This design comes from an exercise in tuning for small area on the open sky130 flow, not from production work.
The RTL was checked by simulation tests, not by an equivalence proof against the original design.
No activity file was given, so power comes from the tool's default toggle rates.

File: design/flow/constraint.sdc
create_clock -name core_clock -period 10.0 [get_ports {clock}]
set_input_delay 2.0000 -clock core_clock [delete_from_list [all_inputs] [get_ports {clock}]]
set_output_delay 2.0000 -clock core_clock [all_outputs]
set_load 0.01 [all_outputs]
File: design/flow/design.v
module Index
#(
  parameter CincoSegundos = 500000,  
  parameter UmSegundo = 100,      
  parameter MeioSegundo = 50      
)
(
  input reset, clock,
  input [1:0] Nivel_Jogo,                                
  input Modo_Jogo,                                       
  input Iniciar_Jogo,                                    
  input Bot_Ultima_Sequencia,                            
  input Bot_Vermelho, Bot_Azul, Bot_Amarelo, Bot_Verde,  
  output reg [2:0] Led_RGB,                              
  output [2:0] Fase                                      
);
  reg exibindo_sequencia;
  reg Copia_Modo_Jogo;
  reg [1:0] botao;
  reg [2:0] estado;
  reg [63:0] Sequencia_Cores;  
  integer ContaSegundo, ContaMeioSegundo, ContaCincoSegundos,
          Sequencia_Maxima, AUXSequencia_Atual, Sequencia_Atual;
  assign Fase = estado;
  function automatic logic bit_cor(input [63:0] s, input integer i);
    if (i >= 0 && i < 64) bit_cor = s[i];
    else bit_cor = 1'b0;
  endfunction
  always @(posedge clock) begin : maquina
    reg        v_exib, v_copia;
    reg [1:0]  v_botao;
    reg [2:0]  v_prox, v_led;
    reg [63:0] v_seq;
    integer    v_cs, v_cms, v_c5, v_max, v_aux, v_atual;
    v_exib = exibindo_sequencia; v_copia = Copia_Modo_Jogo; v_botao = botao;
    v_prox = estado; v_led = Led_RGB; v_seq = Sequencia_Cores;
    v_cs = ContaSegundo; v_cms = ContaMeioSegundo; v_c5 = ContaCincoSegundos;
    v_max = Sequencia_Maxima; v_aux = AUXSequencia_Atual; v_atual = Sequencia_Atual;
    case (estado)
    3'b000: begin  
      if (Iniciar_Jogo & v_exib == 0)
        v_prox = 3'b001;
      else if (Bot_Ultima_Sequencia | v_exib)
        if ((v_aux/2) <= v_atual) begin
          v_botao[0] = bit_cor(v_seq, v_aux);
          v_botao[1] = bit_cor(v_seq, v_aux+1);
          case (v_botao)
            2'b00: v_led = 3'b011;  
            2'b01: v_led = 3'b110;  
            2'b10: v_led = 3'b001;  
            2'b11: v_led = 3'b101;  
          endcase
          if (v_cs < UmSegundo)
            v_cs = v_cs + 1;
          else begin
            v_aux = v_aux + 2;
            v_cs = 0;
          end
          v_exib = 1'b1;
        end else
          v_exib = 1'b0;
    end
    3'b001: begin  
      v_cs = 0;
      v_cms = 0;
      v_c5 = 0;
      v_aux = 0;
      v_atual = 0;
      v_led = 3'b111;
      v_copia = Modo_Jogo;
      if (v_copia == 0) begin  
        v_prox = 3'b010;
        case (Nivel_Jogo)
          2'b00: v_max = 8;
          2'b01: v_max = 16;
          2'b10: v_max = 20;
          2'b11: v_max = 32;
          default: v_max = 8;
        endcase
        v_seq = 64'b1110001001101000110010001011110110100011111000101110011110010111;
      end else begin  
        v_prox = 3'b011;
        v_max = 32;
      end
    end
    3'b010: begin  
      if (v_cms < MeioSegundo) begin
        v_led = 3'b100;
        v_cms = v_cms + 1;
      end else if ((v_aux/2) <= v_atual) begin
        v_botao[0] = bit_cor(v_seq, v_aux);
        v_botao[1] = bit_cor(v_seq, v_aux+1);
        case (v_botao)
          2'b00: v_led = 3'b011;
          2'b01: v_led = 3'b110;
          2'b10: v_led = 3'b001;
          2'b11: v_led = 3'b101;
        endcase
        if (v_cs < UmSegundo)
          v_cs = v_cs + 1;
        else begin
          v_aux = v_aux + 2;
          v_cs = 0;
        end
        v_prox = 3'b010;
      end else begin
        v_cms = 0;
        v_cs = 0;
        v_c5 = 55;
        v_aux = 0;
        v_prox = 3'b100;
      end
    end
    3'b011: begin  
      if (v_cms < MeioSegundo) begin
        v_led = 3'b100;
        v_cms = v_cms + 1;
        v_prox = 3'b011;
      end else
        v_prox = 3'b100;
      v_led = 3'b111;
      if (Bot_Vermelho) begin
        v_c5 = 0;
        if (v_aux >= 0 && v_aux < 64)     v_seq[v_aux]   = 1'b0;
        if (v_aux+1 >= 0 && v_aux+1 < 64) v_seq[v_aux+1] = 1'b0;
        v_led = 3'b011;
      end else if (Bot_Azul) begin
        v_c5 = 0;
        if (v_aux >= 0 && v_aux < 64)     v_seq[v_aux]   = 1'b1;
        if (v_aux+1 >= 0 && v_aux+1 < 64) v_seq[v_aux+1] = 1'b0;
        v_led = 3'b110;
      end else if (Bot_Amarelo) begin
        v_c5 = 0;
        if (v_aux >= 0 && v_aux < 64)     v_seq[v_aux]   = 1'b0;
        if (v_aux+1 >= 0 && v_aux+1 < 64) v_seq[v_aux+1] = 1'b1;
        v_led = 3'b001;
      end else if (Bot_Verde) begin
        v_c5 = 0;
        if (v_aux >= 0 && v_aux < 64)     v_seq[v_aux]   = 1'b1;
        if (v_aux+1 >= 0 && v_aux+1 < 64) v_seq[v_aux+1] = 1'b1;
        v_led = 3'b101;
      end else
        if (v_c5 < CincoSegundos) begin
          v_c5 = v_c5 + 1;
          v_prox = 3'b011;
        end else
          v_prox = 3'b110;
    end
    3'b100: begin  
      v_prox = 3'b101;
      if (Bot_Vermelho)
        v_botao = 2'b00;
      else if (Bot_Azul)
        v_botao = 2'b01;
      else if (Bot_Amarelo)
        v_botao = 2'b10;
      else if (Bot_Verde)
        v_botao = 2'b11;
      else
        if (v_c5 < CincoSegundos) begin
          v_c5 = v_c5 + 1;
          v_prox = 3'b100;
        end else
          v_prox = 3'b110;
    end
    3'b101: begin  
      v_c5 = 0;
      if ((bit_cor(v_seq, v_aux) == v_botao[0]) &&
          (bit_cor(v_seq, v_aux+1) == v_botao[1]))
        if ((v_aux/2) == v_max)
          v_prox = 3'b111;  
        else if ((v_aux/2) == v_atual) begin
          v_atual = v_atual + 1;
          if (v_copia == 0)
            v_prox = 3'b010;
          else
            v_prox = 3'b011;
        end else begin
          v_aux = v_aux + 2;
          v_prox = 3'b100;
        end
      else
        v_prox = 3'b110;  
    end
    3'b110: begin  
      v_led = 3'b010;
      v_prox = 3'b000;
    end
    3'b111: begin  
      v_led = 3'b000;
      v_prox = 3'b000;
    end
    default: v_prox = 3'b000;
    endcase
    if (reset) begin
      estado <= 3'b000;
      exibindo_sequencia <= 1'b0;
      Copia_Modo_Jogo <= 1'b0;
      botao <= 2'b00;
      Led_RGB <= 3'b111;
      Sequencia_Cores <= 64'd0;
      ContaSegundo <= 0;
      ContaMeioSegundo <= 0;
      ContaCincoSegundos <= 0;
      Sequencia_Maxima <= 0;
      AUXSequencia_Atual <= 0;
      Sequencia_Atual <= 0;
    end else begin
      estado <= v_prox;
      exibindo_sequencia <= v_exib;
      Copia_Modo_Jogo <= v_copia;
      botao <= v_botao;
      Led_RGB <= v_led;
      Sequencia_Cores <= v_seq;
      ContaSegundo <= v_cs;
      ContaMeioSegundo <= v_cms;
      ContaCincoSegundos <= v_c5;
      Sequencia_Maxima <= v_max;
      AUXSequencia_Atual <= v_aux;
      Sequencia_Atual <= v_atual;
    end
  end
endmodule
File: design/flow/config.mk
export PLATFORM = sky130hd
export DESIGN_NAME = Index
export DESIGN_NICKNAME = Index
export VERILOG_FILES = /design/flow/design.v
export SDC_FILE = /design/flow/constraint.sdc
export NUM_CORES = 4
export LEC_CHECK = 0
export CAP_MARGIN = 20
export CORE_MARGIN = 2
export CORE_UTILIZATION = 40
export SLEW_MARGIN = 20
File: design/flow/run.sh
#!/bin/bash
# synth_recipe.tcl (not shown) runs the flow's synth.tcl, then flattens the netlist and writes it again
# the make line also repeats each setting of config.mk as NAME=value (left out here)
make -C /OpenROAD-flow-scripts/flow DESIGN_CONFIG=/design/flow/config.mk WORK_HOME=/design/flow/orfs CLKGATE_MAP_FILE= SYNTH_SCRIPT=/design/flow/synth_recipe.tcl finish
==> impl_metrics.json <==
{
  "synth_top_cell_by_area": "dfxtp_1",
  "finalSetupViolCount": 0,
  "hold_viol_final": 0,
  "hpwl_um": 32800,
  "synth_top_area_frac": 0.304,
  "synthesis.area_mm2": 0.0156,
  "ys_seq_area_frac": 0.304,
  "synth_edf_count": 0,
  "path_delay_family": "simple AND/OR/NAND/NOR gates",
  "routabilityCongestion": 0.924,
  "ys.flop_type": "dfxtp_1",
  "yosys-top-cells-area": "dfxtp_1 (30%), a21oi_1 (5.0%), nor2_1 (3.9%)",
  "post_drt_wl_per_cell_um": 18.9,
  "worstPathCellList": "or4_1, nor2_1, nand3_1, or3_1, ha_1, nor3_1, o31ai_1, a211oi_1, nand3_1, xnor2_1, nor4_2, and3_1, o21ai_0, buf_4, o41ai_1",
  "grt.overflow.total": 0,
  "cts_tree": "yes",
  "firstDrtPassIters": 5,
  "start_kind": "register",
  "p_leak_nw": 5.83,
  "async_flop_share": 0,
  "cts_root_buf": "clkbuf_16",
  "worstSetupEndpointType": "register",
  "die_h_um": 201,
  "worst_slack_ns": 4.09,
  "yosys_register_bits": 237,
  "grt_pass1_vias": 14741,
  "cts_hold_buffers": 0,
  "cts_max_level": 1,
  "cts_sinks": 237,
  "clock-skew-final_ns": 0.00991,
  "row_count": 72,
  "antenna_found_initial": 0,
  "num-nets-final": 2014,
  "finalCritPeriodShare": 0.591,
  "area_growth_syn_to_layout_pct": 8.81,
  "dieArea_mm2": 0.0406,
  "crit_top_cell": "nand3_1",
  "crit_path_top_delay_cell": "or4_1",
  "ioPinCount": 17,
  "cts_max_path_buffers": 3,
  "fillers": 3919,
  "rsz0062_at_grt": "no",
  "dpl.cell_count": 2443,
  "cp.arrival_ns": 6.36,
  "core_area_mm2": 0.0386,
  "critPathKind": "register to register",
  "io_buffers": 16,
  "grt_max_degree": 63,
  "finalNonFillerCells": 2499,
  "post_cts_resized": 0,
  "drt-initial-drc-count": 1598,
  "layout_min_cycle_time_ns": 5.91,
  "via_count": 15530,
  "drc": 0,
  "p_per_area_mw_per_mm2": 169,
  "fmax_mhz": 169,
  "yosysWarnings": 1,
  "crit_buf_inv": 1,
  "clk_pin_slew_ns": 0.06,
  "route.final.wire_length_um": 47300,
  "n_antenna_cell": 0,
  "cts_inserted_buffers": 29,
  "post_cts_buffers": 0,
  "required_ns": 10.46,
  "hold_path_class": "register to register",
  "outcome": "no timing/DRC/antenna violations",
  "grt_use_total": 0.229,
  "syn_inst": 2043,
  "finalSetupTns_ns": 0,
  "fp.dieW_um": 201,
  "peakVddDrop_v": 0.000131,
  "avgSynthCellArea_um2": 7.63,
  "vias_per_cell": 6.21,
  "start_util": 0.404,
  "drive_above_1_share": 0.0671,
  "syn_nets": 2099,
  "worstSkewPairLatency_ns": 0.57,
  "final_antenna_net_count": 0,
  "seqCellArea_mm2": 0.00474,
  "grt_pass1_wl_um": 78300,
  "crit_fanout": 16,
  "pre_cts_ws_ns": 4.33,
  "tightest_slew_ns": 1.07,
  "slew-limit-headroom": 0.282,
  "cap_violations": 0,
  "multiInputGateArea_mm2": 0.00996,
  "max_stage_delay_ns": 0.72,
  "final_max_slew_viol_count": 0,
  "ys_types": 83
}
-- power by group --
| part | internal [mW] | total (mW) | switching, mW |
|---|---|---|---|
| clock | 0.593 | 1.04 | 0.442 |
| sequential | 1.01 | 1.08 | 0.0655 |
| combinational | 0.232 | 0.757 | 0.525 |
-- logic make-up after synthesis --
family / Yosys count / share of synthesized area
buffers and inverters: 237 / 0.0596
xor gates and xnor gates: 85 / 0.0477
DFF: 237 / 0.304
muxes: 39 / 0.0363
other: 2 / 0.000482
adders and majority gates: 45 / 0.0361
and+or+nand+nor: 881 / 0.297
AOI/OAI and AO/OA: 517 / 0.219
-- per-layer routing --
layer | up-vias | part of all wire | global-route usage
li1 | 7465 | - | -
met4 | 0 | 0.020 | 0.0583
met3 | 95 | 0.077 | 0.0374
met1 | 7343 | 0.46 | 0.318
met5 | - | 0 | 0
met2 | 627 | 0.45 | 0.370
-- metrics by stage --
stage / power, mW / hold WS [ns] / util / cell area, um^2
floorplan: 1.58 / 0.424 / - / 15600
global placement: 1.82 / 0.441 / 0.415 / 16000
detailed placement: 1.84 / 0.444 / 0.415 / 16000
CTS: 2.88 / 0.453 / 0.439 / 16900
global route: 3.02 / 0.482 / 0.440 / 17000
finish: 2.87 / 0.454 / 0.440 / 17000
-- tightest hold or removal path: stages, from the launching register on --
cell	delay, ns
dfxtp_1	0.29
inv_1	0.06
nor3_1	0.05
-- cells in the mapped netlist (45+ instances only) --
cell type	number
o21ai_0	106
clkbuf_1	138
xnor2_1	57
nand2_1	160
inv_1	70
nor2_1	164
or3_1	64
ha_1	45
dfxtp_1	237
a21oi_1	156
nor3_1	96
and3_1	54
nand3_1	97
nand4_1	75
-- area by class of cell --
class | instances | area share
inverter | 72 | 0.0159
tap | 518 | 0.0382
clock inverter | 11 | 0.00428
clock buffer | 43 | 0.0506
sequential | 237 | 0.280
timing repair buffer | 49 | 0.0244
multi-input combinational | 1569 | 0.587
-- cell usage in the layout (no fill, tap or decap), types with 15 or more instances in the layout --
cell type        Yosys  routed
nand4_1             75      75
ha_1                45      45
and3_1              54      54
or3_1               64      64
nand2_1            160     159
and4_1              20      20
inv_1               70      70
nand3_1             97      97
o31ai_1             36      36
xnor2_1             57      57
dfxtp_1            237     237
nor3_1              96      95
buf_4                0      31
and2_1              17      17
nor2_1             164     163
a211oi_1            29      29
clkbuf_16            0      29
clkdlybuf4s50_1      0      15
or4_1               25      25
mux2i_1             24      24
nor2b_1             15      15
o21ai_0            106     105
xor2_1              28      28
a21oi_1            156     156
nor4_1              43      43
o211ai_1            19      19
-- path summary, 6_finish.rpt --
| check | startpoint | to | slack [ns] | depth (start not counted) |
|---|---|---|---|---|
| max | AUXSequencia_Atual[10]$_SDFFE_PP0P_ | AUXSequencia_Atual[27]$_SDFFE_PP0P_ | 4.09 | 15 |
| min | ContaMeioSegundo[31]$_SDFFE_PP0P_ | ContaMeioSegundo[31]$_SDFFE_PP0P_ | 0.45 | 2 |
| max reg2reg | AUXSequencia_Atual[10]$_SDFFE_PP0P_ | AUXSequencia_Atual[27]$_SDFFE_PP0P_ | 4.09 | 15 |
| min reg2reg | ContaMeioSegundo[31]$_SDFFE_PP0P_ | ContaMeioSegundo[31]$_SDFFE_PP0P_ | 0.45 | 2 |
-- state kept, by name (all words and copies together), names as in the netlist --
name                cells
Sequencia_Maxima        4
ContaMeioSegundo       32
Sequencia_Cores        64
ContaSegundo           32
Copia_Modo_Jogo         1
botao                   2
estado                  3
ContaCincoSegundos     32
exibindo_sequencia      1
Sequencia_Atual        32
AUXSequencia_Atual     31
Led_RGB                 3

-- separate check: timing with driven ports --
The flow's constraints put no driver on any port. The routed layout listed below was extracted and timed again, unchanged, in two steps. Step 1 sets driving cells, clkbuf_16 on the clock port and buf_2 on the other inputs (assumed; they add their load-dependent delay and slew). Step 2 also shifts input and output timing later by t, the mid clock arrival at the registers, as if the neighbouring blocks saw the same clock. a / b / c = ideal ports / drivers / drivers and shift; a / b = the first two.
t (ns): 0.623
slack for setup (ns): 4.094 / 4.094 / 4.094
worst hold slack (ns): 0.454 / 0.454 / 0.454
worst register clock-pin slew, ns: 0.06 / 0.06
After both steps setup and hold are still met in this run. The setup slack of this run moves by 0.000 ns with the drivers and by 0.000 ns with both steps.
